Background: an optimization exercise with open tools, aiming at small area. Do not read the settings as production practice. The RTL was checked by simulation tests, not by an equivalence proof against the original design. No activity file was given, so power comes from the tool's default toggle rates.

## flow/flow/run.sh

```bash
#!/bin/bash
# Standard layout, except: the combinational logic of the standard synthesis
# is re-mapped for area (registers untouched), the port buffers are buf_1,
# and the clock tree uses clkbuf_8 without dummy loads.
set -euo pipefail
W=$(pwd)
R=$W/orfs/results/$FLOW_PLATFORM/slink_ll/base
YOSYS=$FLOW_HOME/../tools/install/yosys/bin/yosys
bash standard.sh synth > log_1_standard_synth.txt 2>&1
cp $R/1_2_yosys.v $W/std_1_2_yosys.v
RS_LIB=$FLOW_HOME/platforms/$FLOW_PLATFORM/lib/sky130_fd_sc_hd__tt_025C_1v80.lib \
RS_IN=$W/std_1_2_yosys.v RS_OUT=$W/resynth.v RS_ABC=$W/flow/area.abc \
RS_STAT_IN=$W/stat_std.txt RS_STAT_OUT=$W/stat_resynth.txt \
  $YOSYS -c $W/flow/resynth.tcl > log_2_resynth.txt 2>&1
cp $W/resynth.v $R/1_2_yosys.v
bash standard.sh "BUFFER_PORTS_ARGS=-buffer_cell sky130_fd_sc_hd__buf_1" \
  "CTS_ARGS=-sink_clustering_enable -repair_clock_nets -buf_list sky130_fd_sc_hd__clkbuf_8 -sink_clustering_size 16 -dont_use_dummy_load" \
  finish > log_3_standard_finish.txt 2>&1
```

## flow/flow/area.abc

```
strash
dc2
balance -l
resub -K 6 -l
rewrite -l
resub -K 6 -N 2 -l
refactor -l
resub -K 8 -l
balance -l
resub -K 8 -N 2 -l
rewrite -l
resub -K 10 -l
rewrite -z -l
resub -K 10 -N 2 -l
balance -l
resub -K 12 -l
refactor -z -l
resub -K 12 -N 2 -l
rewrite -z -l
balance -l
dc2
balance -l
resub -K 6 -l
rewrite -l
resub -K 6 -N 2 -l
refactor -l
resub -K 8 -l
balance -l
resub -K 8 -N 2 -l
rewrite -l
resub -K 10 -l
rewrite -z -l
resub -K 10 -N 2 -l
balance -l
resub -K 12 -l
refactor -z -l
resub -K 12 -N 2 -l
rewrite -z -l
balance -l
&get -n
&dch -f
&nf -p -R 1000
&put
```

## flow/flow/resynth.tcl

```tcl
# Re-map the combinational logic of the standard synthesis netlist for area.
# Every flip-flop instance is kept as it is (same name, same cell type); only
# the gates between them are re-optimized and re-mapped.
yosys -import
set lib     $::env(RS_LIB)
set in_v    $::env(RS_IN)
set out_v   $::env(RS_OUT)
set script  $::env(RS_ABC)

read_verilog $in_v
read_liberty -ignore_miss_func $lib
hierarchy -top slink_ll
# registers (and anything sequential) stay as black-box instances
blackbox sky130_fd_sc_hd__df* sky130_fd_sc_hd__edf* sky130_fd_sc_hd__sdf* sky130_fd_sc_hd__dl*
flatten
# the gates are inlined now: every library cell becomes a black box again
blackbox sky130_fd_sc_hd__*
opt_clean -purge
tee -o $::env(RS_STAT_IN) stat -liberty $lib
abc -liberty $lib -dont_use sky130_fd_sc_hd__lpflow_* -dont_use sky130_fd_sc_hd__probe* -script $script
setundef -zero
splitnets
opt_clean -purge
hilomap -singleton -hicell sky130_fd_sc_hd__conb_1 HI -locell sky130_fd_sc_hd__conb_1 LO
insbuf -buf sky130_fd_sc_hd__buf_4 A X
opt_clean -purge
tee -o $::env(RS_STAT_OUT) stat -liberty $lib
write_verilog -noattr -nohex -nodec $out_v
# the written netlist must read back cleanly against the library
design -reset
read_liberty -lib $lib
read_verilog $out_v
hierarchy -check -top slink_ll
check -assert -mapped
```

## flow/standard.sh

```bash
#!/bin/bash
# synth_recipe.tcl (not shown) runs the flow's synth.tcl, then flattens the netlist and writes it again
# the make line also repeats each setting of config.mk as NAME=value (left out here)
make -C /OpenROAD-flow-scripts/flow DESIGN_CONFIG=/design/flow/config.mk WORK_HOME=/design/flow/orfs CLKGATE_MAP_FILE= SYNTH_SCRIPT=/design/flow/synth_recipe.tcl "${@:-finish}"
```

## flow/config.mk

```make
export PLATFORM = sky130hd
export DESIGN_NAME = slink_ll
export DESIGN_NICKNAME = slink_ll
export VERILOG_FILES = /design/flow/design.v
export SDC_FILE = /design/flow/constraint.sdc
export NUM_CORES = 4
export LEC_CHECK = 0
export CAP_MARGIN = 20
export CORE_MARGIN = 2
export CORE_UTILIZATION = 50
export SLEW_MARGIN = 20
```

## flow/constraint.sdc

```tcl
create_clock -name core_clock -period 12.0 [get_ports {clk}]
set_input_delay 2.4000 -clock core_clock [delete_from_list [all_inputs] [get_ports {clk}]]
set_output_delay 2.4000 -clock core_clock [all_outputs]
set_load 0.01 [all_outputs]
```

## flow/design.v

```verilog
localparam    TS1_BYTE0 = 8'h1e,
              TS1_BYTEX = 8'h55,  
              TS2_BYTE0 = 8'h2d,  
              TS2_BYTEX = 8'haa,  
              SDS_BYTE0 = 8'he1,  
              SDS_BYTEX = 8'hab;  
localparam    SNYC_B0   = 8'h00;
localparam    SNYC_B1   = 8'hff;
localparam    SH_DATA   = 2'b10;
localparam    SH_CTRL   = 2'b01;
localparam    P1_REQ_B0   = 8'hd1, 
              P2_REQ_B0   = 8'hd2,
              P3_REQ_B0   = 8'hd3,
              P_START_B0  = 8'hd8,
              PX_FILLER   = 8'h76;
localparam    ATTR_RD_B0  = 8'ha0,
              ATTR_WR_B0  = 8'ha1,
              ATTR_RSP_B0 = 8'ha3,
              ATTR_FILLER = 8'h17;
localparam    NOP_DATAID = 8'h01,
              NOP_WC0    = 8'hfe,
              NOP_WC1    = 8'hfd;
localparam    IDL_SYM    = 8'h00;
localparam    ONE_LANE       = 'd0,
              TWO_LANE       = 'd1,
              FOUR_LANE      = 'd2,
              EIGHT_LANE     = 'd3,
              SIXTEEN_LANE   = 'd4;
localparam    ATTR_ADDR       = 8'h02,
              ATTR_DATA       = 8'h03,
              ATTR_REQ        = 8'h04,
              ATTR_RSP        = 8'h05;
localparam    PX_REQ          = 8'h06,     
              PX_START        = 8'h08;     
localparam    ATTR_MAX_TXS    = 16'h0,
              ATTR_MAX_RXS    = 16'h1,
              ATTR_ACTIVE_TXS = 16'h2,
              ATTR_ACTIVE_RXS = 16'h3,
              ATTR_HARD_RESET_US  = 16'h8,
              ATTR_P1_TS1_TX  = 16'h20,
              ATTR_P1_TS1_RX  = 16'h21,
              ATTR_P1_TS2_TX  = 16'h22,
              ATTR_P1_TS2_RX  = 16'h23,
              ATTR_P2_TS1_TX  = 16'h24,
              ATTR_P2_TS1_RX  = 16'h25,
              ATTR_P2_TS2_TX  = 16'h26,
              ATTR_P2_TS2_RX  = 16'h27,
              ATTR_P3R_TS1_TX  = 16'h28,
              ATTR_P3R_TS1_RX  = 16'h29,
              ATTR_P3R_TS2_TX  = 16'h2a,
              ATTR_P3R_TS2_RX  = 16'h2b;
localparam    BIST_PAYLOAD_1010       = 4'h0,
              BIST_PAYLOAD_1100       = 4'h1,
              BIST_PAYLOAD_1111_0000  = 4'h2,
              BIST_PAYLOAD_COUNT      = 4'h8,
              BIST_PAYLOAD_PRBS9      = 4'h9,
              BIST_PAYLOAD_PRBS11     = 4'ha,
              BIST_PAYLOAD_PRBS18     = 4'hb;
function [15:0] slink_add16;
  input [15:0] a;
  input [15:0] b;
  integer i;
  reg c;
  begin
    c = 1'b0;
    for(i = 0; i < 16; i = i + 1) begin
      slink_add16[i] = a[i] ^ b[i] ^ c;
      c = (a[i] & b[i]) | (c & (a[i] ^ b[i]));
    end
  end
endfunction
function [15:0] slink_sub16;
  input [15:0] a;
  input [15:0] b;
  integer i;
  reg br;
  begin
    br = 1'b0;
    for(i = 0; i < 16; i = i + 1) begin
      slink_sub16[i] = a[i] ^ b[i] ^ br;
      br = (~a[i] & b[i]) | (br & ~(a[i] ^ b[i]));
    end
  end
endfunction
function slink_ge16;
  input [15:0] a;
  input [15:0] b;
  integer i;
  reg br;
  begin
    br = 1'b0;
    for(i = 0; i < 16; i = i + 1) begin
      br = (~a[i] & b[i]) | (br & ~(a[i] ^ b[i]));
    end
    slink_ge16 = ~br;
  end
endfunction
function slink_le8;
  input [7:0] a;
  input [7:0] b;
  integer i;
  reg br;
  begin
    br = 1'b0;
    for(i = 0; i < 8; i = i + 1) begin
      br = (~b[i] & a[i]) | (br & ~(a[i] ^ b[i]));
    end
    slink_le8 = ~br;
  end
endfunction
module slink_crc_8_16bit_compute(
  input  wire [7:0]     data_in,
  input  wire [15:0]    crc_prev,
  output wire [15:0]    crc_next
);
wire [7:0] x = data_in ^ crc_prev[7:0];
assign crc_next[15] = x[7] ^ x[3];
assign crc_next[14] = x[6] ^ x[2];
assign crc_next[13] = x[5] ^ x[1];
assign crc_next[12] = x[4] ^ x[0];
assign crc_next[11] = x[3];
assign crc_next[10] = x[7] ^ x[3] ^ x[2];
assign crc_next[ 9] = x[6] ^ x[2] ^ x[1];
assign crc_next[ 8] = x[5] ^ x[1] ^ x[0];
assign crc_next[ 7] = x[4] ^ x[0] ^ crc_prev[15];
assign crc_next[ 6] = x[3] ^ crc_prev[14];
assign crc_next[ 5] = x[2] ^ crc_prev[13];
assign crc_next[ 4] = x[1] ^ crc_prev[12];
assign crc_next[ 3] = x[7] ^ x[3] ^ x[0] ^ crc_prev[11];
assign crc_next[ 2] = x[6] ^ x[2] ^ crc_prev[10];
assign crc_next[ 1] = x[5] ^ x[1] ^ crc_prev[9];
assign crc_next[ 0] = x[4] ^ x[0] ^ crc_prev[8];
endmodule
module slink_ecc_calc(
  input  wire [23:0]      ph_in,
  output wire [5:0]       ecc
);
assign ecc[0] = ph_in[0] ^ ph_in[1] ^ ph_in[2] ^ ph_in[4] ^ ph_in[5] ^ ph_in[7] ^ ph_in[10] ^
                ph_in[11] ^ ph_in[13] ^ ph_in[16] ^ ph_in[20] ^ ph_in[21] ^ ph_in[22] ^ ph_in[23];
assign ecc[1] = ph_in[0] ^ ph_in[1] ^ ph_in[3] ^ ph_in[4] ^ ph_in[6] ^ ph_in[8] ^ ph_in[10] ^
                ph_in[12] ^ ph_in[14] ^ ph_in[17] ^ ph_in[20] ^ ph_in[21] ^ ph_in[22] ^ ph_in[23];
assign ecc[2] = ph_in[0] ^ ph_in[2] ^ ph_in[3] ^ ph_in[5] ^ ph_in[6] ^ ph_in[9] ^ ph_in[11] ^
                ph_in[12] ^ ph_in[15] ^ ph_in[18] ^ ph_in[20] ^ ph_in[21] ^ ph_in[22];
assign ecc[3] = ph_in[1] ^ ph_in[2] ^ ph_in[3] ^ ph_in[7] ^ ph_in[8] ^ ph_in[9] ^ ph_in[13] ^
                ph_in[14] ^ ph_in[15] ^ ph_in[19] ^ ph_in[20] ^ ph_in[21] ^ ph_in[23];
assign ecc[4] = ph_in[4] ^ ph_in[5] ^ ph_in[6] ^ ph_in[7] ^ ph_in[8] ^ ph_in[9] ^ ph_in[16] ^
                ph_in[17] ^ ph_in[18] ^ ph_in[19] ^ ph_in[20] ^ ph_in[22] ^ ph_in[23];
assign ecc[5] = ph_in[10] ^ ph_in[11] ^ ph_in[12] ^ ph_in[13] ^ ph_in[14] ^ ph_in[15] ^ ph_in[16] ^
                ph_in[17] ^ ph_in[18] ^ ph_in[19] ^ ph_in[21] ^ ph_in[22] ^ ph_in[23];
endmodule
module slink_ecc_syndrome(
  input  wire [23:0]      ph_in,             
  input  wire [5:0]       rx_ecc,            
  output reg  [23:0]      corrected_ph,      
  output reg              corrected,         
  output wire             corrupt            
);
wire [5:0] ecc;
wire [5:0] syndrome;
slink_ecc_calc u_calc (.ph_in(ph_in), .ecc(ecc));
assign syndrome = ecc ^ rx_ecc;
reg [23:0] flip;
always @(*) begin
  flip = 24'd0;
  case(syndrome)
    6'h07 : flip[0]  = 1'b1;
    6'h0B : flip[1]  = 1'b1;
    6'h0D : flip[2]  = 1'b1;
    6'h0E : flip[3]  = 1'b1;
    6'h13 : flip[4]  = 1'b1;
    6'h15 : flip[5]  = 1'b1;
    6'h16 : flip[6]  = 1'b1;
    6'h19 : flip[7]  = 1'b1;
    6'h1A : flip[8]  = 1'b1;
    6'h1C : flip[9]  = 1'b1;
    6'h23 : flip[10] = 1'b1;
    6'h25 : flip[11] = 1'b1;
    6'h26 : flip[12] = 1'b1;
    6'h29 : flip[13] = 1'b1;
    6'h2A : flip[14] = 1'b1;
    6'h2C : flip[15] = 1'b1;
    6'h31 : flip[16] = 1'b1;
    6'h32 : flip[17] = 1'b1;
    6'h34 : flip[18] = 1'b1;
    6'h38 : flip[19] = 1'b1;
    6'h1F : flip[20] = 1'b1;
    6'h2F : flip[21] = 1'b1;
    6'h37 : flip[22] = 1'b1;
    6'h3B : flip[23] = 1'b1;
    default : ;
  endcase
  corrected_ph = ph_in ^ flip;
  corrected    = (|flip) || (syndrome == 6'h01) || (syndrome == 6'h02) || (syndrome == 6'h04) ||
                 (syndrome == 6'h08) || (syndrome == 6'h10) || (syndrome == 6'h20);
end
assign corrupt = (|syndrome) && ~corrected;
endmodule
module slink_ll_rx_pkt_filt (
  input  wire             sop,
  input  wire [7:0]       data_id,
  input  wire             valid,
  output wire             sop_app,
  output wire             valid_app
);
wire  pkt_is_internal = (data_id[7:1] == 7'd0);   
assign sop_app          = ~pkt_is_internal && sop;
assign valid_app        = ~pkt_is_internal && valid;
endmodule
module slink_ll_tx (
  input  wire         clk,
  input  wire         reset,
  input  wire         enable,
  input  wire [7:0]   swi_short_packet_max,
  input  wire         sop,
  input  wire [7:0]   data_id,
  input  wire [15:0]  word_count,
  input  wire [31:0]  app_data,
  output reg          advance,
  input  wire [1:0]   delimeter,
  input  wire [2:0]   active_lanes,
  input  wire         sds_sent,
  input  wire         ll_tx_valid,
  output wire [31:0]  link_data,
  output reg          link_idle
);
localparam    TS1_BYTE0 = 8'h1e,
              TS1_BYTEX = 8'h55,  
              TS2_BYTE0 = 8'h2d,  
              TS2_BYTEX = 8'haa,  
              SDS_BYTE0 = 8'he1,  
              SDS_BYTEX = 8'hab;  
localparam    SNYC_B0   = 8'h00;
localparam    SNYC_B1   = 8'hff;
localparam    SH_DATA   = 2'b10;
localparam    SH_CTRL   = 2'b01;
localparam    P1_REQ_B0   = 8'hd1, 
              P2_REQ_B0   = 8'hd2,
              P3_REQ_B0   = 8'hd3,
              P_START_B0  = 8'hd8,
              PX_FILLER   = 8'h76;
localparam    ATTR_RD_B0  = 8'ha0,
              ATTR_WR_B0  = 8'ha1,
              ATTR_RSP_B0 = 8'ha3,
              ATTR_FILLER = 8'h17;
localparam    NOP_DATAID = 8'h01,
              NOP_WC0    = 8'hfe,
              NOP_WC1    = 8'hfd;
localparam    IDL_SYM    = 8'h00;
localparam    ONE_LANE       = 'd0,
              TWO_LANE       = 'd1,
              FOUR_LANE      = 'd2,
              EIGHT_LANE     = 'd3,
              SIXTEEN_LANE   = 'd4;
localparam    ATTR_ADDR       = 8'h02,
              ATTR_DATA       = 8'h03,
              ATTR_REQ        = 8'h04,
              ATTR_RSP        = 8'h05;
localparam    PX_REQ          = 8'h06,     
              PX_START        = 8'h08;     
localparam    ATTR_MAX_TXS    = 16'h0,
              ATTR_MAX_RXS    = 16'h1,
              ATTR_ACTIVE_TXS = 16'h2,
              ATTR_ACTIVE_RXS = 16'h3,
              ATTR_HARD_RESET_US  = 16'h8,
              ATTR_P1_TS1_TX  = 16'h20,
              ATTR_P1_TS1_RX  = 16'h21,
              ATTR_P1_TS2_TX  = 16'h22,
              ATTR_P1_TS2_RX  = 16'h23,
              ATTR_P2_TS1_TX  = 16'h24,
              ATTR_P2_TS1_RX  = 16'h25,
              ATTR_P2_TS2_TX  = 16'h26,
              ATTR_P2_TS2_RX  = 16'h27,
              ATTR_P3R_TS1_TX  = 16'h28,
              ATTR_P3R_TS1_RX  = 16'h29,
              ATTR_P3R_TS2_TX  = 16'h2a,
              ATTR_P3R_TS2_RX  = 16'h2b;
localparam    BIST_PAYLOAD_1010       = 4'h0,
              BIST_PAYLOAD_1100       = 4'h1,
              BIST_PAYLOAD_1111_0000  = 4'h2,
              BIST_PAYLOAD_COUNT      = 4'h8,
              BIST_PAYLOAD_PRBS9      = 4'h9,
              BIST_PAYLOAD_PRBS11     = 4'ha,
              BIST_PAYLOAD_PRBS18     = 4'hb;
function [15:0] slink_add16;
  input [15:0] a;
  input [15:0] b;
  integer i;
  reg c;
  begin
    c = 1'b0;
    for(i = 0; i < 16; i = i + 1) begin
      slink_add16[i] = a[i] ^ b[i] ^ c;
      c = (a[i] & b[i]) | (c & (a[i] ^ b[i]));
    end
  end
endfunction
function [15:0] slink_sub16;
  input [15:0] a;
  input [15:0] b;
  integer i;
  reg br;
  begin
    br = 1'b0;
    for(i = 0; i < 16; i = i + 1) begin
      slink_sub16[i] = a[i] ^ b[i] ^ br;
      br = (~a[i] & b[i]) | (br & ~(a[i] ^ b[i]));
    end
  end
endfunction
function slink_ge16;
  input [15:0] a;
  input [15:0] b;
  integer i;
  reg br;
  begin
    br = 1'b0;
    for(i = 0; i < 16; i = i + 1) begin
      br = (~a[i] & b[i]) | (br & ~(a[i] ^ b[i]));
    end
    slink_ge16 = ~br;
  end
endfunction
function slink_le8;
  input [7:0] a;
  input [7:0] b;
  integer i;
  reg br;
  begin
    br = 1'b0;
    for(i = 0; i < 8; i = i + 1) begin
      br = (~b[i] & a[i]) | (br & ~(a[i] ^ b[i]));
    end
    slink_le8 = ~br;
  end
endfunction
localparam      WAIT_SDS      = 4'd0,
                IDLE          = 4'd1,
                HEADER_WC0    = 4'd3,
                HEADER_WC1    = 4'd4,
                HEADER_ECC    = 4'd5,
                LONG_DATA     = 4'd6,
                CRC0          = 4'd7,
                CRC1          = 4'd8,
                IDL_SYM_ST    = 4'd9;
localparam [23:0] NOP_PH = {NOP_WC1, NOP_WC0, NOP_DATAID};
reg   [3:0]   state, nstate;
reg   [31:0]  link_data_reg, link_data_reg_in;
reg   [1:0]   byte_count, byte_count_in;
reg   [15:0]  remaining, remaining_in;
reg           never;
reg   [5:0]   ecc_reg;
reg           is_short_pkt_reg;
reg   [1:0]   delim_count;
wire  [1:0]   delim_count_in;
reg   [15:0]  crc, crc_in;
reg           hdr_load;
wire lane1 = ~active_lanes[1] & ~active_lanes[0];
wire lane2 = active_lanes[0];
wire lane4 = active_lanes[1];
wire [5:0]  nop_ecc;
wire [5:0]  hdr_ecc;
slink_ecc_calc u_nop_ecc (.ph_in(NOP_PH),                  .ecc(nop_ecc));
slink_ecc_calc u_hdr_ecc (.ph_in({word_count, data_id}),   .ecc(hdr_ecc));
wire        is_short_pkt  = slink_le8(data_id, swi_short_packet_max);
wire        delim_adv     = delim_count == delimeter;
wire        delim_start   = delim_count == 2'd0;
wire [3:0]  nstate_idle_check = delim_adv ? IDLE : IDL_SYM_ST;
assign delim_count_in = enable ? ll_tx_valid ? ((nstate == WAIT_SDS) || delim_adv ? 2'd0 : {delim_count[1] ^ delim_count[0], ~delim_count[0]}) : delim_count : 2'd0;
wire [31:0] nop_first = lane4 ? {2'b00, nop_ecc, NOP_WC1, NOP_WC0, NOP_DATAID} :
                        lane2 ? {16'd0, NOP_WC0, NOP_DATAID} : {24'd0, NOP_DATAID};
wire [7:0]  byte1 = byte_count[1] ? (byte_count[0] ? app_data[31:24] : app_data[23:16]) :
                                   (byte_count[0] ? app_data[15: 8] : app_data[ 7: 0]);
wire [15:0] half2 = byte_count[1] ? app_data[31:16] : app_data[15:0];
wire [31:0] crc_data = lane4 ? app_data : lane2 ? {16'd0, half2} : {24'd0, byte1};
wire [15:0] crc_n0, crc_n1, crc_n2, crc_n3;
slink_crc_8_16bit_compute u_crc0 (.data_in(crc_data[ 7: 0]), .crc_prev(crc),    .crc_next(crc_n0));
slink_crc_8_16bit_compute u_crc1 (.data_in(crc_data[15: 8]), .crc_prev(crc_n0), .crc_next(crc_n1));
slink_crc_8_16bit_compute u_crc2 (.data_in(crc_data[23:16]), .crc_prev(crc_n1), .crc_next(crc_n2));
slink_crc_8_16bit_compute u_crc3 (.data_in(crc_data[31:24]), .crc_prev(crc_n2), .crc_next(crc_n3));
wire [15:0] step      = {13'd0, lane4, lane2, lane1};
wire        rem_hi0   = ~(|remaining[15:3]);
wire        last_data = ~never && rem_hi0 &&
                        (lane4 ? ~(remaining[2] & (remaining[1] | remaining[0])) :
                         lane2 ? ~remaining[2] & ~(remaining[1] & remaining[0]) :
                                 ~remaining[2] & ~remaining[1]);
wire        never_in  = (&word_count[15:2]) && (lane4 ? (word_count[1] | word_count[0]) : lane2 && (word_count[1] & word_count[0]));
always @(posedge clk or posedge reset) begin
  if(reset) begin
    state               <= WAIT_SDS;
    link_data_reg       <= 32'd0;
    delim_count         <= 2'd0;
  end else begin
    state               <= nstate;
    link_data_reg       <= link_data_reg_in;
    delim_count         <= delim_count_in;
  end
end
always @(posedge clk) begin
  byte_count          <= byte_count_in;
  remaining           <= remaining_in;
  crc                 <= crc_in;
  if(hdr_load) begin
    never             <= never_in;
    ecc_reg           <= hdr_ecc;
    is_short_pkt_reg  <= is_short_pkt;
  end
end
always @(*) begin
  nstate            = state;
  link_data_reg_in  = link_data_reg;
  byte_count_in     = byte_count;
  remaining_in      = remaining;
  advance           = 1'b0;
  link_idle         = 1'b0;
  hdr_load          = 1'b0;
  crc_in            = crc;
  case(state)
    WAIT_SDS : begin
      link_data_reg_in  = 32'd0;
      if(sds_sent) begin
        nstate            = IDLE;
        link_data_reg_in  = nop_first;
        byte_count_in     = lane4 ? 2'd0 : 2'd1;
      end
    end
    IDLE : begin
      crc_in = 16'hffff;
      if(ll_tx_valid) begin
        if(|byte_count[1:0]) begin
          if(lane2) begin
            link_data_reg_in  = {16'd0, 2'b00, nop_ecc, NOP_WC1};
            byte_count_in     = 2'd0;
          end else if(lane1) begin
            link_data_reg_in  = {24'd0, (byte_count[1:0] == 2'd1) ? NOP_WC0 :
                                        (byte_count[1:0] == 2'd2) ? NOP_WC1 : {2'b00, nop_ecc}};
            byte_count_in     = {byte_count[1] ^ byte_count[0], ~byte_count[0]};
          end
        end else if(sop && delim_start) begin
          hdr_load = 1'b1;
          remaining_in = word_count;
          if(lane4) begin
            link_data_reg_in  = {2'b00, hdr_ecc, word_count, data_id};
            advance           = is_short_pkt;
            nstate            = is_short_pkt ? IDLE : LONG_DATA;
          end else if(lane2) begin
            link_data_reg_in  = {16'd0, word_count[7:0], data_id};
            byte_count_in     = 2'd1;
            nstate            = HEADER_WC1;
          end else begin
            link_data_reg_in  = {24'd0, data_id};
            nstate            = HEADER_WC0;
          end
        end else begin
          link_idle         = 1'b1;
          link_data_reg_in  = nop_first;
          byte_count_in     = lane4 ? 2'd0 : 2'd1;
        end
      end
    end
    HEADER_WC0 : begin
      if(ll_tx_valid) begin
        link_data_reg_in  = {24'd0, word_count[7:0]};
        nstate            = HEADER_WC1;
      end
    end
    HEADER_WC1 : begin
      if(ll_tx_valid) begin
        advance           = is_short_pkt_reg;
        if(lane2) begin
          link_data_reg_in  = {16'd0, 2'b00, ecc_reg, word_count[15:8]};
          nstate            = is_short_pkt_reg ? IDLE : LONG_DATA;
          byte_count_in     = 2'd0;
        end else begin
          link_data_reg_in  = {24'd0, word_count[15:8]};
          nstate            = HEADER_ECC;
        end
      end
    end
    HEADER_ECC : begin
      if(ll_tx_valid) begin
        link_data_reg_in  = {24'd0, 2'b00, ecc_reg};
        nstate            = is_short_pkt_reg ? IDLE : (~(|remaining) ? CRC0 : LONG_DATA);
        byte_count_in     = 2'd0;
      end
    end
    LONG_DATA : begin
      if(ll_tx_valid) begin
        byte_count_in     = lane4 ? byte_count : lane2 ? {~byte_count[1], byte_count[0]} :
                                                         {byte_count[1] ^ byte_count[0], ~byte_count[0]};
        remaining_in      = slink_sub16(remaining, step);
        if(lane4) begin
          link_data_reg_in  = app_data;
          advance           = 1'b1;
          crc_in            = crc_n3;
          if(last_data) begin
            case(remaining[1:0])
              2'b00 : begin
                byte_count_in     = 2'd0;
                nstate            = CRC0;
              end
              2'b01 : begin
                link_data_reg_in  = {IDL_SYM, crc_n0, app_data[7:0]};
                byte_count_in     = 2'd0;
                nstate            = nstate_idle_check;
              end
              2'b10 : begin
                link_data_reg_in  = {crc_n1, app_data[15:0]};
                byte_count_in     = 2'd0;
                nstate            = nstate_idle_check;
              end
              2'b11 : begin
                link_data_reg_in  = {crc_n2[7:0], app_data[23:0]};
                crc_in            = crc_n2;
                nstate            = CRC1;
              end
            endcase
          end
        end else if(lane2) begin
          link_data_reg_in  = {16'd0, half2};
          advance           = byte_count[1];
          crc_in            = crc_n1;
          if(last_data) begin
            advance           = 1'b1;
            nstate            = CRC0;
            if(remaining[0]) begin
              link_data_reg_in  = {16'd0, crc_n0[7:0], half2[7:0]};
              crc_in            = crc_n0;
              nstate            = CRC1;
            end
          end
        end else begin
          link_data_reg_in  = {24'd0, byte1};
          advance           = &byte_count[1:0];
          crc_in            = crc_n0;
          if(last_data) begin
            advance           = 1'b1;
            nstate            = CRC0;
          end
        end
      end
    end
    CRC0 : begin
      byte_count_in     = 2'd0;
      if(ll_tx_valid) begin
        if(lane1) begin
          link_data_reg_in  = {24'd0, crc[7:0]};
          nstate            = CRC1;
        end else begin
          link_data_reg_in  = {16'd0, crc};
          nstate            = nstate_idle_check;
        end
      end
    end
    CRC1 : begin
      if(ll_tx_valid) begin
        link_data_reg_in  = {24'd0, crc[15:8]};
        nstate            = nstate_idle_check;
        byte_count_in     = 2'd0;
      end
    end
    IDL_SYM_ST : begin
      if(ll_tx_valid) begin
        nstate            = nstate_idle_check;
        link_data_reg_in  = 32'd0;
      end
    end
    default : begin
      nstate            = WAIT_SDS;
    end
  endcase
  if(~enable) begin
    nstate            = WAIT_SDS;
  end
end
assign link_data = link_data_reg;
endmodule
module slink_ll_rx (
  input  wire         clk,
  input  wire         reset,
  input  wire         enable,
  input  wire [7:0]   swi_short_packet_max,
  output reg          sop,
  output wire [7:0]   data_id,
  output wire [15:0]  word_count,
  output wire [31:0]  app_data,
  output reg          valid,
  input  wire [2:0]   active_lanes,
  input  wire [1:0]   delimeter,
  input  wire         swi_allow_ecc_corrected,
  input  wire         swi_ecc_corrected_causes_reset,
  input  wire         swi_ecc_corrupted_causes_reset,
  input  wire         swi_crc_corrupted_causes_reset,
  input  wire         sds_received,
  output wire         ecc_corrected,
  output wire         ecc_corrupted,
  output reg          crc_corrupted,
  input  wire         external_link_reset_condition,
  output reg          link_reset_condition,
  input  wire [31:0]  link_data,
  input  wire         ll_rx_valid
);
localparam    TS1_BYTE0 = 8'h1e,
              TS1_BYTEX = 8'h55,  
              TS2_BYTE0 = 8'h2d,  
              TS2_BYTEX = 8'haa,  
              SDS_BYTE0 = 8'he1,  
              SDS_BYTEX = 8'hab;  
localparam    SNYC_B0   = 8'h00;
localparam    SNYC_B1   = 8'hff;
localparam    SH_DATA   = 2'b10;
localparam    SH_CTRL   = 2'b01;
localparam    P1_REQ_B0   = 8'hd1, 
              P2_REQ_B0   = 8'hd2,
              P3_REQ_B0   = 8'hd3,
              P_START_B0  = 8'hd8,
              PX_FILLER   = 8'h76;
localparam    ATTR_RD_B0  = 8'ha0,
              ATTR_WR_B0  = 8'ha1,
              ATTR_RSP_B0 = 8'ha3,
              ATTR_FILLER = 8'h17;
localparam    NOP_DATAID = 8'h01,
              NOP_WC0    = 8'hfe,
              NOP_WC1    = 8'hfd;
localparam    IDL_SYM    = 8'h00;
localparam    ONE_LANE       = 'd0,
              TWO_LANE       = 'd1,
              FOUR_LANE      = 'd2,
              EIGHT_LANE     = 'd3,
              SIXTEEN_LANE   = 'd4;
localparam    ATTR_ADDR       = 8'h02,
              ATTR_DATA       = 8'h03,
              ATTR_REQ        = 8'h04,
              ATTR_RSP        = 8'h05;
localparam    PX_REQ          = 8'h06,     
              PX_START        = 8'h08;     
localparam    ATTR_MAX_TXS    = 16'h0,
              ATTR_MAX_RXS    = 16'h1,
              ATTR_ACTIVE_TXS = 16'h2,
              ATTR_ACTIVE_RXS = 16'h3,
              ATTR_HARD_RESET_US  = 16'h8,
              ATTR_P1_TS1_TX  = 16'h20,
              ATTR_P1_TS1_RX  = 16'h21,
              ATTR_P1_TS2_TX  = 16'h22,
              ATTR_P1_TS2_RX  = 16'h23,
              ATTR_P2_TS1_TX  = 16'h24,
              ATTR_P2_TS1_RX  = 16'h25,
              ATTR_P2_TS2_TX  = 16'h26,
              ATTR_P2_TS2_RX  = 16'h27,
              ATTR_P3R_TS1_TX  = 16'h28,
              ATTR_P3R_TS1_RX  = 16'h29,
              ATTR_P3R_TS2_TX  = 16'h2a,
              ATTR_P3R_TS2_RX  = 16'h2b;
localparam    BIST_PAYLOAD_1010       = 4'h0,
              BIST_PAYLOAD_1100       = 4'h1,
              BIST_PAYLOAD_1111_0000  = 4'h2,
              BIST_PAYLOAD_COUNT      = 4'h8,
              BIST_PAYLOAD_PRBS9      = 4'h9,
              BIST_PAYLOAD_PRBS11     = 4'ha,
              BIST_PAYLOAD_PRBS18     = 4'hb;
function [15:0] slink_add16;
  input [15:0] a;
  input [15:0] b;
  integer i;
  reg c;
  begin
    c = 1'b0;
    for(i = 0; i < 16; i = i + 1) begin
      slink_add16[i] = a[i] ^ b[i] ^ c;
      c = (a[i] & b[i]) | (c & (a[i] ^ b[i]));
    end
  end
endfunction
function [15:0] slink_sub16;
  input [15:0] a;
  input [15:0] b;
  integer i;
  reg br;
  begin
    br = 1'b0;
    for(i = 0; i < 16; i = i + 1) begin
      slink_sub16[i] = a[i] ^ b[i] ^ br;
      br = (~a[i] & b[i]) | (br & ~(a[i] ^ b[i]));
    end
  end
endfunction
function slink_ge16;
  input [15:0] a;
  input [15:0] b;
  integer i;
  reg br;
  begin
    br = 1'b0;
    for(i = 0; i < 16; i = i + 1) begin
      br = (~a[i] & b[i]) | (br & ~(a[i] ^ b[i]));
    end
    slink_ge16 = ~br;
  end
endfunction
function slink_le8;
  input [7:0] a;
  input [7:0] b;
  integer i;
  reg br;
  begin
    br = 1'b0;
    for(i = 0; i < 8; i = i + 1) begin
      br = (~b[i] & a[i]) | (br & ~(a[i] ^ b[i]));
    end
    slink_le8 = ~br;
  end
endfunction
localparam    WAIT_SDS      = 4'd0,
              IDLE          = 4'd1,
              HEADER_WC0    = 4'd3,
              HEADER_WC1    = 4'd4,
              HEADER_ECC    = 4'd5,
              LONG_DATA     = 4'd6,
              CRC0          = 4'd7,
              CRC1          = 4'd8;
reg   [3:0]   state, nstate;
reg   [31:0]  app_data_reg, app_data_reg_in;
reg   [15:0]  byte_count, byte_count_in;
reg   [7:0]   data_id_reg, data_id_reg_in;
reg   [15:0]  word_count_reg, word_count_reg_in;
reg           sop_in, valid_in;
reg           sop_sent, sop_sent_in;
reg           crc_corr_prev, crc_corr_prev_in;
reg           crc_corrupted_in;
reg   [15:0]  crc, crc_in;
reg   [1:0]   delim_count;
wire  [1:0]   delim_count_in;
wire lane1 = ~active_lanes[1] & ~active_lanes[0];
wire lane2 = active_lanes[0];
wire lane4 = active_lanes[1];
wire reset_cond = link_reset_condition || external_link_reset_condition || ~enable;
assign delim_count_in = enable ? ll_rx_valid ? ((state == WAIT_SDS) || (delim_count == delimeter) ? 2'd0 : {delim_count[1] ^ delim_count[0], ~delim_count[0]}) : delim_count : 2'd0;
wire   delim_adv      = delim_count == 2'd0;
wire [23:0] ph_check = lane4 ? link_data[23:0] :
                       lane2 ? {link_data[7:0], word_count_reg[7:0], data_id_reg} :
                               {word_count_reg, data_id_reg};
wire [5:0]  rx_ecc   = lane4 ? link_data[29:24] : lane2 ? link_data[13:8] : link_data[5:0];
wire [23:0] corrected_ph;
wire        corrected;
wire        corrupt;
slink_ecc_syndrome u_slink_ecc_syndrome (
  .ph_in           ( ph_check         ),
  .rx_ecc          ( rx_ecc           ),
  .corrected_ph    ( corrected_ph     ),
  .corrected       ( corrected        ),
  .corrupt         ( corrupt          ));
wire ecc_check = ll_rx_valid && (lane4 ? (state == IDLE) && delim_adv :
                                 lane2 ? (state == HEADER_WC1) && ~reset_cond :
                                         (state == HEADER_ECC) && ~reset_cond);
assign ecc_corrected = corrected && ecc_check;
assign ecc_corrupted = corrupt   && ecc_check;
wire block_app_for_ecc_error    = ecc_corrupted || (ecc_corrected && ~swi_allow_ecc_corrected);
wire short_pkt_check_corrected  = slink_le8(corrected_ph[7:0], swi_short_packet_max);
wire short_pkt_corrected_cond   = short_pkt_check_corrected && ~block_app_for_ecc_error;
wire link_reset_condition_in    = (swi_ecc_corrected_causes_reset && ecc_corrected) ||
                                  (swi_ecc_corrupted_causes_reset && ecc_corrupted) ||
                                  (swi_crc_corrupted_causes_reset && crc_corrupted);
wire [15:0] crc_n0, crc_n1, crc_n2, crc_n3;
slink_crc_8_16bit_compute u_crc0 (.data_in(link_data[ 7: 0]), .crc_prev(crc),    .crc_next(crc_n0));
slink_crc_8_16bit_compute u_crc1 (.data_in(link_data[15: 8]), .crc_prev(crc_n0), .crc_next(crc_n1));
slink_crc_8_16bit_compute u_crc2 (.data_in(link_data[23:16]), .crc_prev(crc_n1), .crc_next(crc_n2));
slink_crc_8_16bit_compute u_crc3 (.data_in(link_data[31:24]), .crc_prev(crc_n2), .crc_next(crc_n3));
wire [15:0] byte_count_step = slink_add16(byte_count, {13'd0, lane4, lane2, lane1});
wire        last_data       = slink_ge16(byte_count_step, word_count_reg);
wire sop_app;
wire valid_app;
always @(posedge clk or posedge reset) begin
  if(reset) begin
    state               <= WAIT_SDS;
    sop                 <= 1'b0;
    valid               <= 1'b0;
    crc_corrupted       <= 1'b0;
    link_reset_condition<= 1'b0;
    delim_count         <= 2'd0;
  end else begin
    state               <= nstate;
    sop                 <= sop_app;
    valid               <= valid_app;
    crc_corrupted       <= crc_corrupted_in;
    link_reset_condition<= link_reset_condition_in;
    delim_count         <= delim_count_in;
  end
end
always @(posedge clk) begin
  app_data_reg        <= app_data_reg_in;
  data_id_reg         <= data_id_reg_in;
  word_count_reg      <= word_count_reg_in;
  byte_count          <= byte_count_in;
  sop_sent            <= sop_sent_in;
  crc_corr_prev       <= crc_corr_prev_in;
  crc                 <= crc_in;
end
always @(*) begin
  nstate                = state;
  app_data_reg_in       = app_data_reg;
  data_id_reg_in        = data_id_reg;
  word_count_reg_in     = word_count_reg;
  sop_in                = 1'b0;
  valid_in              = 1'b0;
  byte_count_in         = byte_count;
  sop_sent_in           = sop_sent;
  crc_in                = crc;
  crc_corrupted_in      = 1'b0;
  crc_corr_prev_in      = crc_corr_prev;
  case(state)
    WAIT_SDS : begin
      if(sds_received) begin
        nstate          = IDLE;
      end
    end
    IDLE : begin
      crc_corr_prev_in  = 1'b0;
      sop_sent_in       = 1'b0;
      byte_count_in     = 16'd0;
      app_data_reg_in   = 32'd0;
      crc_in            = 16'hffff;
      if(delim_adv && ll_rx_valid) begin
        if(lane4) begin
          data_id_reg_in    = corrected_ph[ 7:0];
          word_count_reg_in = corrected_ph[23:8];
          sop_in            = short_pkt_corrected_cond;
          valid_in          = short_pkt_corrected_cond;
          nstate            = short_pkt_check_corrected ? IDLE : LONG_DATA;
        end else if(lane2) begin
          data_id_reg_in    = link_data[7:0];
          word_count_reg_in = {8'd0, link_data[15:8]};
          nstate            = HEADER_WC1;
        end else begin
          data_id_reg_in    = link_data[7:0];
          nstate            = HEADER_WC0;
        end
      end
    end
    HEADER_WC0 : begin
      if(ll_rx_valid) begin
        word_count_reg_in = {8'd0, link_data[7:0]};
        nstate            = HEADER_WC1;
      end
    end
    HEADER_WC1 : begin
      if(ll_rx_valid) begin
        if(lane2) begin
          data_id_reg_in    = corrected_ph[7:0];
          word_count_reg_in = corrected_ph[23:8];
          nstate            = short_pkt_check_corrected ? IDLE : LONG_DATA;
          sop_in            = short_pkt_corrected_cond;
          valid_in          = short_pkt_corrected_cond;
          byte_count_in     = 16'd0;
        end else begin
          word_count_reg_in = {link_data[7:0], word_count_reg[7:0]};
          nstate            = HEADER_ECC;
        end
      end
    end
    HEADER_ECC : begin
      if(ll_rx_valid) begin
        data_id_reg_in    = corrected_ph[7:0];
        word_count_reg_in = corrected_ph[23:8];
        nstate            = short_pkt_check_corrected ? IDLE : LONG_DATA;
        sop_in            = short_pkt_corrected_cond;
        valid_in          = short_pkt_corrected_cond;
        byte_count_in     = 16'd0;
      end
    end
    LONG_DATA : begin
      if(ll_rx_valid) begin
        byte_count_in       = byte_count_step;
        if(lane4) begin
          app_data_reg_in   = link_data;
          valid_in          = 1'b1;
          crc_in            = crc_n3;
          if(last_data) begin
            byte_count_in   = 16'd0;
            case(word_count_reg[1:0])
              2'b00 : begin
                nstate            = CRC0;
                valid_in          = 1'b0;
              end
              2'b01 : begin
                crc_corrupted_in  = crc_n0 != link_data[23:8];
                nstate            = IDLE;
                app_data_reg_in   = {24'd0, link_data[7:0]};
              end
              2'b10 : begin
                crc_corrupted_in  = crc_n1 != link_data[31:16];
                nstate            = IDLE;
                app_data_reg_in   = {16'd0, link_data[15:0]};
              end
              2'b11 : begin
                crc_corr_prev_in  = crc_n2[7:0] != link_data[31:24];
                valid_in          = 1'b0;
                nstate            = CRC1;
                crc_in            = crc_n2;
                app_data_reg_in   = {8'd0, link_data[23:0]};
              end
            endcase
          end
        end else if(lane2) begin
          if(byte_count[1]) app_data_reg_in[31:16] = link_data[15:0];
          else              app_data_reg_in[15: 0] = link_data[15:0];
          valid_in          = byte_count[1];
          crc_in            = crc_n1;
          if(last_data) begin
            valid_in        = 1'b0;
            byte_count_in   = 16'd0;
            if(word_count_reg[0]) begin
              nstate            = CRC1;
              crc_in            = crc_n0;
              crc_corrupted_in  = link_data[15:8] != crc_n0[7:0];
            end else begin
              nstate            = CRC0;
            end
          end
        end else begin
          case(byte_count[1:0])
            2'd0 : app_data_reg_in[ 7: 0] = link_data[7:0];
            2'd1 : app_data_reg_in[15: 8] = link_data[7:0];
            2'd2 : app_data_reg_in[23:16] = link_data[7:0];
            2'd3 : app_data_reg_in[31:24] = link_data[7:0];
          endcase
          valid_in          = &byte_count[1:0];
          crc_in            = crc_n0;
          if(last_data) begin
            nstate          = CRC0;
            valid_in        = 1'b0;
          end
        end
        sop_in          = valid_in && ~sop_sent;
        sop_sent_in     = valid_in || sop_sent;
      end
    end
    CRC0 : begin
      if(ll_rx_valid) begin
        if(lane1) begin
          nstate            = CRC1;
          crc_corr_prev_in  = crc[7:0] != link_data[7:0];
        end else begin
          nstate            = IDLE;
          crc_corrupted_in  = crc != link_data[15:0];
          valid_in          = 1'b1;
        end
        sop_in          = valid_in && ~sop_sent;
        sop_sent_in     = valid_in || sop_sent;
      end
    end
    CRC1 : begin
      if(ll_rx_valid) begin
        nstate            = IDLE;
        crc_corrupted_in  = (crc[15:8] != link_data[7:0]) || crc_corr_prev;
        valid_in          = 1'b1;
        sop_in            = ~sop_sent;
        sop_sent_in       = 1'b1;
      end
    end
    default : begin
      nstate    = WAIT_SDS;
    end
  endcase
  if(reset_cond) begin
    nstate      = WAIT_SDS;
  end
end
slink_ll_rx_pkt_filt u_slink_ll_rx_pkt_filt (
  .sop                  ( sop_in          ),
  .data_id              ( data_id_reg_in  ),
  .valid                ( valid_in        ),
  .sop_app              ( sop_app         ),
  .valid_app            ( valid_app       ));
assign data_id        = data_id_reg;
assign word_count     = word_count_reg;
assign app_data       = app_data_reg;
endmodule
module slink_ll (
  input  wire         clk,
  input  wire         reset,
  input  wire         enable,
  input  wire [7:0]   swi_short_packet_max,
  input  wire [1:0]   delimeter,
  input  wire [2:0]   tx_active_lanes,
  input  wire [2:0]   rx_active_lanes,
  input  wire         swi_allow_ecc_corrected,
  input  wire         swi_ecc_corrected_causes_reset,
  input  wire         swi_ecc_corrupted_causes_reset,
  input  wire         swi_crc_corrupted_causes_reset,
  input  wire         tx_sop,
  input  wire [7:0]   tx_data_id,
  input  wire [15:0]  tx_word_count,
  input  wire [31:0]  tx_app_data,
  output wire         tx_advance,
  input  wire         tx_sds_sent,
  input  wire         tx_ll_valid,
  output wire [31:0]  tx_link_data,
  output wire         tx_link_idle,
  input  wire         rx_sds_received,
  input  wire         rx_ll_valid,
  input  wire [31:0]  rx_link_data,
  input  wire         external_link_reset_condition,
  output wire         rx_sop,
  output wire [7:0]   rx_data_id,
  output wire [15:0]  rx_word_count,
  output wire [31:0]  rx_app_data,
  output wire         rx_valid,
  output wire         rx_ecc_corrected,
  output wire         rx_ecc_corrupted,
  output wire         rx_crc_corrupted,
  output wire         link_reset_condition
);
slink_ll_tx u_slink_ll_tx (
  .clk                      ( clk                   ),
  .reset                    ( reset                 ),
  .enable                   ( enable                ),
  .swi_short_packet_max     ( swi_short_packet_max  ),
  .sop                      ( tx_sop                ),
  .data_id                  ( tx_data_id            ),
  .word_count               ( tx_word_count         ),
  .app_data                 ( tx_app_data           ),
  .advance                  ( tx_advance            ),
  .delimeter                ( delimeter             ),
  .active_lanes             ( tx_active_lanes       ),
  .sds_sent                 ( tx_sds_sent           ),
  .link_data                ( tx_link_data          ),
  .ll_tx_valid              ( tx_ll_valid           ),
  .link_idle                ( tx_link_idle          ));
slink_ll_rx u_slink_ll_rx (
  .clk                                ( clk                             ),
  .reset                              ( reset                           ),
  .enable                             ( enable                          ),
  .swi_short_packet_max               ( swi_short_packet_max            ),
  .sop                                ( rx_sop                          ),
  .data_id                            ( rx_data_id                      ),
  .word_count                         ( rx_word_count                   ),
  .app_data                           ( rx_app_data                     ),
  .valid                              ( rx_valid                        ),
  .active_lanes                       ( rx_active_lanes                 ),
  .delimeter                          ( delimeter                       ),
  .swi_allow_ecc_corrected            ( swi_allow_ecc_corrected         ),
  .swi_ecc_corrected_causes_reset     ( swi_ecc_corrected_causes_reset  ),
  .swi_ecc_corrupted_causes_reset     ( swi_ecc_corrupted_causes_reset  ),
  .swi_crc_corrupted_causes_reset     ( swi_crc_corrupted_causes_reset  ),
  .sds_received                       ( rx_sds_received                 ),
  .ecc_corrected                      ( rx_ecc_corrected                ),
  .ecc_corrupted                      ( rx_ecc_corrupted                ),
  .crc_corrupted                      ( rx_crc_corrupted                ),
  .external_link_reset_condition      ( external_link_reset_condition   ),
  .link_reset_condition               ( link_reset_condition            ),
  .link_data                          ( rx_link_data                    ),
  .ll_rx_valid                        ( rx_ll_valid                     ));
endmodule
```

==> results of run 1 <==
## where the power goes
part           total, µW  internal [µW]  leakage (µW)  switching, µW
clock network        344            125      0.000122            219
logic               2260            837       0.00380           1420
registers            773            722       0.00177           50.8
total               3370           1680       0.00569           1690
## area by class of cell
class                   instances  area (µm²)
flip-flops and latches        180        5090
clock buffers                  17         234
repair buffers                243        1040
inverters                      39         146
multi-input cells            1599       10000
fillers                      2980       13700
well taps                     396         495
## stage by stage
| step | total power [µW] | utilization | setup WS, ps |
|---|---|---|---|
| 6_report | 3370 | 0.555 | 2800 |
| 5_1_grt | 3610 | 0.555 | 2370 |
| 4_1_cts | 3340 | 0.555 | 2910 |
| 3_5_place_dp | 2990 | 0.547 | 2920 |
| 3_3_place_gp | 2970 | 0.547 | 2970 |
| 2_1_floorplan | 2480 | - | 4280 |
## placed cells by master (no fill, tap or decap), drive strengths merged, types with 19 or more instances in the layout
cell type and n:
nor2b 27, buf 241, dfrtp 48, a22oi 35, xnor2 246, mux2i 29
nor3 38, nand2b 32, clkinv 38, nor2 202, edfxtp 125, o21ai 185
o22ai 22, nand2 214, nand3 30, xor2 142, a31oi 33, clkbuf 19
a21oi 146
## worst max-delay path, stage by stage
cell,delay [ps]
clkbuf_4,510
buf_4,510
mux2i_1,540
xor2_1,150
xnor2_1,430
xor2_1,340
clkinv_1,140
o21ai_0,570
nor2b_1,180
nor2b_1,180
nor3_1,180
o21ai_0,110
o41ai_1,90
and3_1,270
buf_1,160
## per-layer routing
| metal | up-vias | part of all wire | global-route usage |
|---|---|---|---|
| met4 | 2 | 0.029 | 0.105 |
| met5 | - | 0.00022 | 0 |
| met2 | 927 | 0.41 | 0.512 |
| met1 | 7471 | 0.43 | 0.525 |
| li1 | 7186 | - | - |
| met3 | 130 | 0.13 | 0.118 |
## worst max path at each step
stage	start	end	slack, ps	cells past startpoint
final	rx_active_lanes[1]	rx_ecc_corrupted	2800	15
after global routing	rx_active_lanes[1]	rx_ecc_corrupted	2370	16
after CTS	rx_active_lanes[1]	rx_ecc_corrupted	2910	16
after detailed placement	rx_active_lanes[1]	rx_ecc_corrupted	2920	16
after global placement	rx_active_lanes[1]	rx_ecc_corrupted	2970	16
after floorplan	rx_link_data[7]	rx_ecc_corrupted	4280	14
==> results.json, run 1 <==
{
  "port_buffers": 210,
  "setup_viol": 0,
  "rr_worst_depth": 16,
  "htreeDepth": 4,
  "grt_overflow": 0,
  "worstHoldPathType": "flip-flop to flip-flop",
  "ctsResizeCount": 0,
  "final_max_slew_viol_count": 0,
  "setup_tns_ps": 0,
  "whs_ps": 489,
  "avgViaCountPerCell": 6.35,
  "cap_violations": 0,
  "row_count": 64,
  "netlist_area_um2": 15600,
  "clk_path_buf_depth": 2,
  "final_layout_size_suffix_gt1_frac": 0.0269,
  "die_h_um": 181,
  "gp_congestion": 1.02,
  "routed_wl_um": 60200,
  "avgSynthCellArea_um2": 8.35,
  "synthCells": 1874,
  "p_leak_uw": 0.00569,
  "grt_pass1_wl_um": 89900,
  "finalNetCount": 2197,
  "outcome": "timing/DRC/antenna clean",
  "start_util": 0.510,
  "slew_headroom": 0.258,
  "post_cts_buffers": 0,
  "rsz0062_at_grt": "no",
  "io_pins": 213,
  "cp.required_ps": 9600,
  "vdd_drop_max_uv": 212,
  "drtIter0Drc": 1960,
  "timing.rr.start": "u_slink_ll_tx.byte_count[0]",
  "numCtsBuffers": 17,
  "drt_pass1_iterations": 6,
  "layoutNonFillerInstCount": 2474,
  "yosys_warnings": 3,
  "cts_tree": "done",
  "die_area_um2": 32700,
  "clk_pin_slew_worst_paths_ps": 80,
  "num_vias": 15716,
  "grt_start_max_net_pins": 56,
  "powerDensity_nw_per_um2": 198,
  "finClkSkew_ps": 32.6,
  "syn_nets": 1991,
  "antenna_left": 0,
  "min_from": "u_slink_ll_tx.link_data_reg[30]",
  "antenna_cells": 0,
  "fin_area_um2": 17000,
  "syn2layout_area_growth_pct": 8.73,
  "track_usage": 0.362,
  "hold_path_end": "u_slink_ll_tx.link_data_reg[30]",
  "drc": 0,
  "tightest_slew_ps": 1100,
  "cts-hold-fix-buffers": 0,
  "path_max_fanout": 55,
  "setup.worst_path.end_class": "primary output",
  "dpl.hpwl_um": 45800,
  "finalHoldViolations": 0,
  "insertion_delay_ps": 520,
  "cp.arrival_ps": 6800,
  "worstReg2RegEnd": "u_slink_ll_tx.crc[2]",
  "antenna_found_initial": 1,
  "regToRegSetupSlack_ps": 6140,
  "cp-start-kind": "input pin",
  "cts.sink_count": 180,
  "wl_per_cell_um": 24.3,
  "core_area_um2": 30700,
  "fmax_mhz": 109,
  "clockRootBuffer": "clkbuf_8",
  "grt_pass1_vias": 14366,
  "fin_crit_sh": 0.766,
  "crit_type": "input pin to primary output",
  "dieWidth_um": 181,
  "fin_crit_ps": 9200,
  "dpl.cell_count": 2457,
  "whs_path_depth": 2,
  "place_area_um2": 16800
}
==> run 2, diff against run 1 <==
--- a/flow/design.v
+++ b/flow/design.v
@@ -829,3 +829,3 @@
           data_id_reg_in    = link_data[7:0];
-          word_count_reg_in = {8'd0, link_data[15:8]};
+          word_count_reg_in[7:0] = link_data[15:8];    
           nstate            = HEADER_WC1;
@@ -839,3 +839,3 @@
       if(ll_rx_valid) begin
-        word_count_reg_in = {8'd0, link_data[7:0]};
+        word_count_reg_in[7:0] = link_data[7:0];       
         nstate            = HEADER_WC1;
@@ -883,3 +883,3 @@
               2'b01 : begin
-                crc_corrupted_in  = crc_n0 != link_data[23:8];
+                crc_corrupted_in  = |crc_n2;
                 nstate            = IDLE;
@@ -888,3 +888,3 @@
               2'b10 : begin
-                crc_corrupted_in  = crc_n1 != link_data[31:16];
+                crc_corrupted_in  = |crc_n3;
                 nstate            = IDLE;
@@ -893,3 +893,3 @@
               2'b11 : begin
-                crc_corr_prev_in  = crc_n2[7:0] != link_data[31:24];
+                crc_corr_prev_in  = |crc_n3[15:8];
                 valid_in          = 1'b0;
@@ -912,3 +912,3 @@
               crc_in            = crc_n0;
-              crc_corrupted_in  = link_data[15:8] != crc_n0[7:0];
+              crc_corrupted_in  = |crc_n1[15:8];
             end else begin
@@ -939,6 +939,6 @@
           nstate            = CRC1;
-          crc_corr_prev_in  = crc[7:0] != link_data[7:0];
+          crc_corr_prev_in  = |crc_n0[15:8];
         end else begin
           nstate            = IDLE;
-          crc_corrupted_in  = crc != link_data[15:0];
+          crc_corrupted_in  = |crc_n1;
           valid_in          = 1'b1;
==> flow/flow/area.abc (replaced) <==
strash
 &get -n
 &deepsyn -T 60
 &put
 &get -n
 &dch -f
 &nf -p -R 1000 -F 8 -A 4 -C 32
 &put
--- a/flow/config.mk
+++ b/flow/config.mk
@@ -10,2 +10,3 @@
 export CORE_UTILIZATION = 50
+export GPL_TIMING_DRIVEN = 0
 export SLEW_MARGIN = 20
==> run 2 against run 1 <==
Against the previous run:
- still clean on timing, DRC and antenna
- worst hold slack got worse by 18 ps
- synthesized cell count is 12% lower
- register-to-register slack lost 950 ps
- maximum frequency down 7.7%
- sequential power is 3.9% higher
- critical endpoint is now u_slink_ll_tx.crc[10]
- largest cell class unchanged
- largest power group unchanged
- highest routed layer is now met4
==> results.json, run 2 <==
{
  "total_power_uw": 3070,
  "slew_headroom": 0.175,
  "clk_pin_slew_worst_paths_ps": 90,
  "final_layout_size_suffix_gt1_frac": 0.0470,
  "vdd_drop_max_uv": 145,
  "cp.required_ps": 12210,
  "ff_latch_area_um2": 5090,
  "cp_top_family": "XOR/XNOR gates",
  "row_count": 62,
  "powerDensity_nw_per_um2": 188,
  "whs_path_depth": 1,
  "die_h_um": 175,
  "io_pins": 213,
  "routed_wl_um": 57500,
  "crit_chain": "buf_1, clkinv_1, nand2_1, mux2i_1, a211oi_1, xnor2_1, xnor2_1, xor2_1, xnor2_1, xnor2_1, xnor2_1, xnor2_1, xor2_1, xnor2_1, xnor2_1, o21ai_0",
  "start_util": 0.510,
  "cp.arrival_ps": 10170,
  "cts_tree": "done",
  "cts-hold-fix-buffers": 0,
  "grt_start_max_net_pins": 42,
  "clockRootBuffer": "clkbuf_8",
  "rsz0062_at_grt": "no",
  "track_usage": 0.371,
  "drc": 0,
  "gp_congestion": 1.03,
  "yosys_warnings": 3,
  "fin_util": 0.567,
  "worstHoldPathType": "flip-flop to flip-flop",
  "fin_area_um2": 16300,
  "path_common_cell": "xnor2_1",
  "tightest_slew_ps": 1240,
  "ctsResizeCount": 0,
  "grt_pass1_vias": 13994,
  "fillers": 2745,
  "netlist_area_um2": 14700,
  "finalNetCount": 2012,
  "cap_violations": 0,
  "rr_worst_depth": 14,
  "cp-start-kind": "input pin",
  "fin_crit_ps": 9960,
  "clk_path_buf_depth": 2,
  "place_area_um2": 16100,
  "numCtsBuffers": 17,
  "p_leak_uw": 0.00551,
  "setup_viol": 0,
  "dieWidth_um": 175,
  "slowest_delay_ps": 880,
  "core_area_um2": 28800,
  "syn_nets": 1775,
  "die_area_um2": 30700,
  "cp_num_cells": 16,
  "grt_pass1_wl_um": 85200,
  "dp_slack_ps": 1890,
  "final_common_cell": "xnor2_1",
  "final_cell_mix": "xnor2_1, buf_1, nor2_1",
  "fin_crit_sh": 0.830,
  "syn2layout_area_growth_pct": 11.2,
  "dpl.hpwl_um": 44800,
  "fmax_mhz": 100,
  "wl_per_cell_um": 25.2,
  "crit_type": "input pin to flip-flop",
  "drt_pass1_iterations": 9,
  "critPathSlowestCell": "buf_1",
  "post_cts_buffers": 0,
  "finClkSkew_ps": 41.2,
  "cts.sink_count": 180,
  "synthCells": 1658,
  "port_buffers": 210,
  "antenna_cells": 0,
  "finalHoldViolations": 0,
  "worst-path-buf-inv": 2,
  "final_max_slew_viol_count": 0,
  "avgSynthCellArea_um2": 8.85,
  "grt_overflow": 0,
  "multi_input_area_um2": 9080,
  "path_max_fanout": 20,
  "num_vias": 14608,
  "antenna_found_initial": 0,
  "setup_tns_ps": 0,
  "insertion_delay_ps": 500,
  "outcome": "timing/DRC/antenna clean",
  "drtIter0Drc": 1871,
  "htreeDepth": 4,
  "setup.worst_path.end_class": "flip-flop",
  "avgViaCountPerCell": 6.42,
  "setup_slack_ps": 2040,
  "antenna_left": 0
}
-- run 2: metrics by stage --
stage | hold WS, ps | cells
3_3_place_gp | 449 | 2252
4_1_cts | 468 | 2277
6_report | 471 | 2277
2_1_floorplan | 438 | 1658
5_1_grt | 500 | 2277
3_5_place_dp | 470 | 2260
-- run 2: path summary, 6_finish.rpt --
check | start | end | slack (ps)
hold reg to reg | u_slink_ll_rx.sop_sent | u_slink_ll_rx.sop | 470
setup reg to reg | u_slink_ll_tx.byte_count[1] | u_slink_ll_tx.crc[10] | 5190
setup / recovery | tx_active_lanes[1] | u_slink_ll_tx.crc[10] | 2040
hold / removal | u_slink_ll_rx.sop_sent | u_slink_ll_rx.sop | 470
max in group asynchronous | reset | u_slink_ll_rx.crc_corrupted | 9670
min in group asynchronous | reset | u_slink_ll_tx.link_data_reg[30] | 1830
-- run 2: report_power, final --
part / internal [µW] / switching [µW]
registers: 740 / 62.8
clock network: 126 / 216
logic: 727 / 1200
total: 1590 / 1480
-- run 2: area by class of cell --
type / count / area share
Buffer: 56 / 0.0258
Clock buffer: 17 / 0.0143
Multi-Input combinational cell: 1394 / 0.557
Timing Repair Buffer: 218 / 0.0549
Sequential cell: 180 / 0.312
Tap cell: 384 / 0.0295
Inverter: 28 / 0.00652
-- run 2: per-layer routing --
layer / global-route usage / vias to the layer above / wire (µm)
met5: 0 / - / 0
met4: 0.241 / 0 / 4200
met3: 0.0545 / 234 / 5160
met2: 0.597 / 961 / 26300
met1: 0.466 / 6923 / 21900
li1: - / 6490 / -
==> run 3, diff against run 2 <==
--- a/flow/config.mk
+++ b/flow/config.mk
@@ -9,3 +9,3 @@
 export CORE_MARGIN = 2
-export CORE_UTILIZATION = 50
+export CORE_UTILIZATION = 60
 export GPL_TIMING_DRIVEN = 0
==> run 3 against run 2 <==
Against the previous run:
- clock power down 1%
- sequential share of layout area up 0.15 points
- final area down 0.49%
- total power up 1.1%
- maximum frequency down 0.22%
- cell count down 2.7%
- sequential power about the same
- combinational power up 2%
- die area down 16%
- largest power group unchanged
- highest routed layer unchanged
==> results.json, run 3 <==
{
  "avgViaCountPerCell": 6.80,
  "core_area_um2": 24200,
  "layoutNonFillerInstCount": 2216,
  "finalNetCount": 2011,
  "total_power_uw": 3100,
  "fin_util": 0.671,
  "fillers": 2045,
  "antenna_cells": 0,
  "post_cts_buffers": 0,
  "grt_pass1_vias": 14198,
  "powerDensity_nw_per_um2": 191,
  "antenna_found_initial": 1,
  "insertion_delay_ps": 480,
  "cts.sink_count": 180,
  "final_layout_size_suffix_gt1_frac": 0.0465,
  "dpl.cell_count": 2199,
  "timing.rr.start": "u_slink_ll_rx.byte_count[0]",
  "setup.worst_path.end_class": "primary output",
  "cts_tree": "done",
  "avgSynthCellArea_um2": 8.85,
  "tightest_slew_ps": 1230,
  "dieWidth_um": 160,
  "start_util": 0.607,
  "clk_path_buf_depth": 2,
  "wl_per_cell_um": 25.6,
  "rr_worst_depth": 22,
  "cp.arrival_ps": 7580,
  "worstReg2RegEnd": "u_slink_ll_rx.crc[12]",
  "fmax_mhz": 100,
  "antenna_left": 0,
  "cap_violations": 0,
  "track_usage": 0.433,
  "cp-start-kind": "input pin",
  "fin_crit_ps": 9980,
  "crit_path_end": "rx_ecc_corrupted",
  "syn_nets": 1775,
  "clk_pin_slew_worst_paths_ps": 90,
  "finalHoldViolations": 0,
  "path_max_fanout": 27,
  "grt_start_max_net_pins": 38,
  "dpl.hpwl_um": 43300,
  "io_pins": 213,
  "crit_type": "input pin to primary output",
  "netlist_area_um2": 14700,
  "die_area_um2": 25700,
  "cts-hold-fix-buffers": 0,
  "synthCells": 1658,
  "slew_headroom": 0.177,
  "setup_viol": 0,
  "rsz0062_at_grt": "no",
  "final_common_cell": "xnor2_1",
  "critPathLaunch": "rx_active_lanes[1]",
  "htreeDepth": 4,
  "worstHoldPathType": "flip-flop to flip-flop",
  "drt_pass1_iterations": 9,
  "final_cell_mix": "xnor2_1, buf_1, nor2_1",
  "regToRegSetupSlack_ps": 5470,
  "drc": 0,
  "clockRootBuffer": "clkbuf_8",
  "setup_tns_ps": 0,
  "numCtsBuffers": 17,
  "routed_wl_um": 56700,
  "num_vias": 15062,
  "gp_congestion": 1.02,
  "cp.required_ps": 9600,
  "syn2layout_area_growth_pct": 10.7,
  "port_buffers": 210,
  "fin_crit_sh": 0.832,
  "grt_pass1_wl_um": 84500,
  "die_h_um": 160,
  "vdd_drop_max_uv": 386,
  "row_count": 57,
  "ctsResizeCount": 0,
  "drtIter0Drc": 2538,
  "final_max_slew_viol_count": 0,
  "outcome": "timing/DRC/antenna clean",
  "finClkSkew_ps": 56.3,
  "p_leak_uw": 0.00551,
  "yosys_warnings": 3,
  "grt_overflow": 0
}
==> run 3: cell type report <==
type	instances	area [µm²]	share of cell area
Multi-Input combinational cell	1394	9080	0.559
Buffer	56	420	0.0259
Clock buffer	17	234	0.0144
Sequential cell	180	5090	0.314
Timing Repair Buffer	217	897	0.0553
Inverter	28	106	0.00655
Tap cell	324	405	0.0250
==> run 3: metal layers <==
| layer | vias up | routed length (µm) | global-route usage |
|---|---|---|---|
| met5 | - | 0 | 0 |
| met4 | 0 | 4320 | 0.274 |
| met3 | 300 | 6830 | 0.0901 |
| met2 | 1245 | 26000 | 0.704 |
| met1 | 7032 | 19500 | 0.528 |
| li1 | 6485 | - | - |
==> run 3: worst max-delay path: stages <==
cell	delay [ps]
buf_2	470
clkinv_1	610
nand2_1	520
o22ai_1	270
nor2_1	330
xor2_1	210
xnor2_1	170
xnor2_1	440
xnor2_1	180
o31ai_1	770
mux2i_1	270
nor3b_1	710
buf_1	210
==> run 3: metrics by stage <==
stage               area, µm²  setup WS [ps]  hold WS (ps)
floorplan               14700           4430           438
global placement        15900            401           457
detailed placement      16000           2280           457
CTS                     16200           2370           461
global route            16200           1860           493
finish                  16200           2020           466
==> run 3: worst min path at each step <==
stage | startpoint | to | slack, ps | cells past startpoint
finish | u_slink_ll_rx.sop_sent | u_slink_ll_rx.sop | 470 | 1
global route | u_slink_ll_rx.sop_sent | u_slink_ll_rx.sop | 490 | 1
CTS | u_slink_ll_rx.sop_sent | u_slink_ll_rx.sop | 460 | 1
detailed placement | u_slink_ll_rx.sop_sent | u_slink_ll_rx.sop | 460 | 1
global placement | u_slink_ll_rx.sop_sent | u_slink_ll_rx.sop | 460 | 1
floorplan | u_slink_ll_rx.sop_sent | u_slink_ll_rx.sop | 440 | 1
==> run 3: power breakdown <==
group | total, µW | switching, µW | internal [µW]
Sequential | 803 | 62.7 | 740
Clock | 338 | 212 | 126
Combinational | 1960 | 1230 | 727
Total | 3100 | 1510 | 1590

==> port drivers added, routing unchanged <==
In the flow no input, the clock included, has a driving cell. The finished layouts below were timed again as built, in two steps. Step 1 sets driving cells, clkbuf_16 on the clock port and buf_2 on the other inputs (assumed; they add their load-dependent delay and slew). Step 2 moves the port delays by t, midway between the first and last clock arrival at a register: inputs arrive t later, outputs are due t later. That takes back most of the time a late clock gives input paths. a / b / c = ideal ports / drivers / drivers and shift; a / b = the first two.
run	shift t [ns]	slack for setup (ns)	worst hold slack (ns)	cell pins on the clock port's net
run 1	0.555	2.804 / 2.767 / 2.767	0.489 / 0.489 / 0.489	1
run 2	0.530	2.040 / 2.058 / 1.528	0.471 / 0.471 / 0.471	1
run 3	0.506	2.019 / 1.996 / 1.996	0.466 / 0.466 / 0.466	1
After both steps every run listed still meets setup and hold. The setup slack of run 2, which loses most, moves by +0.018 ns with the drivers and by -0.512 ns with both steps.
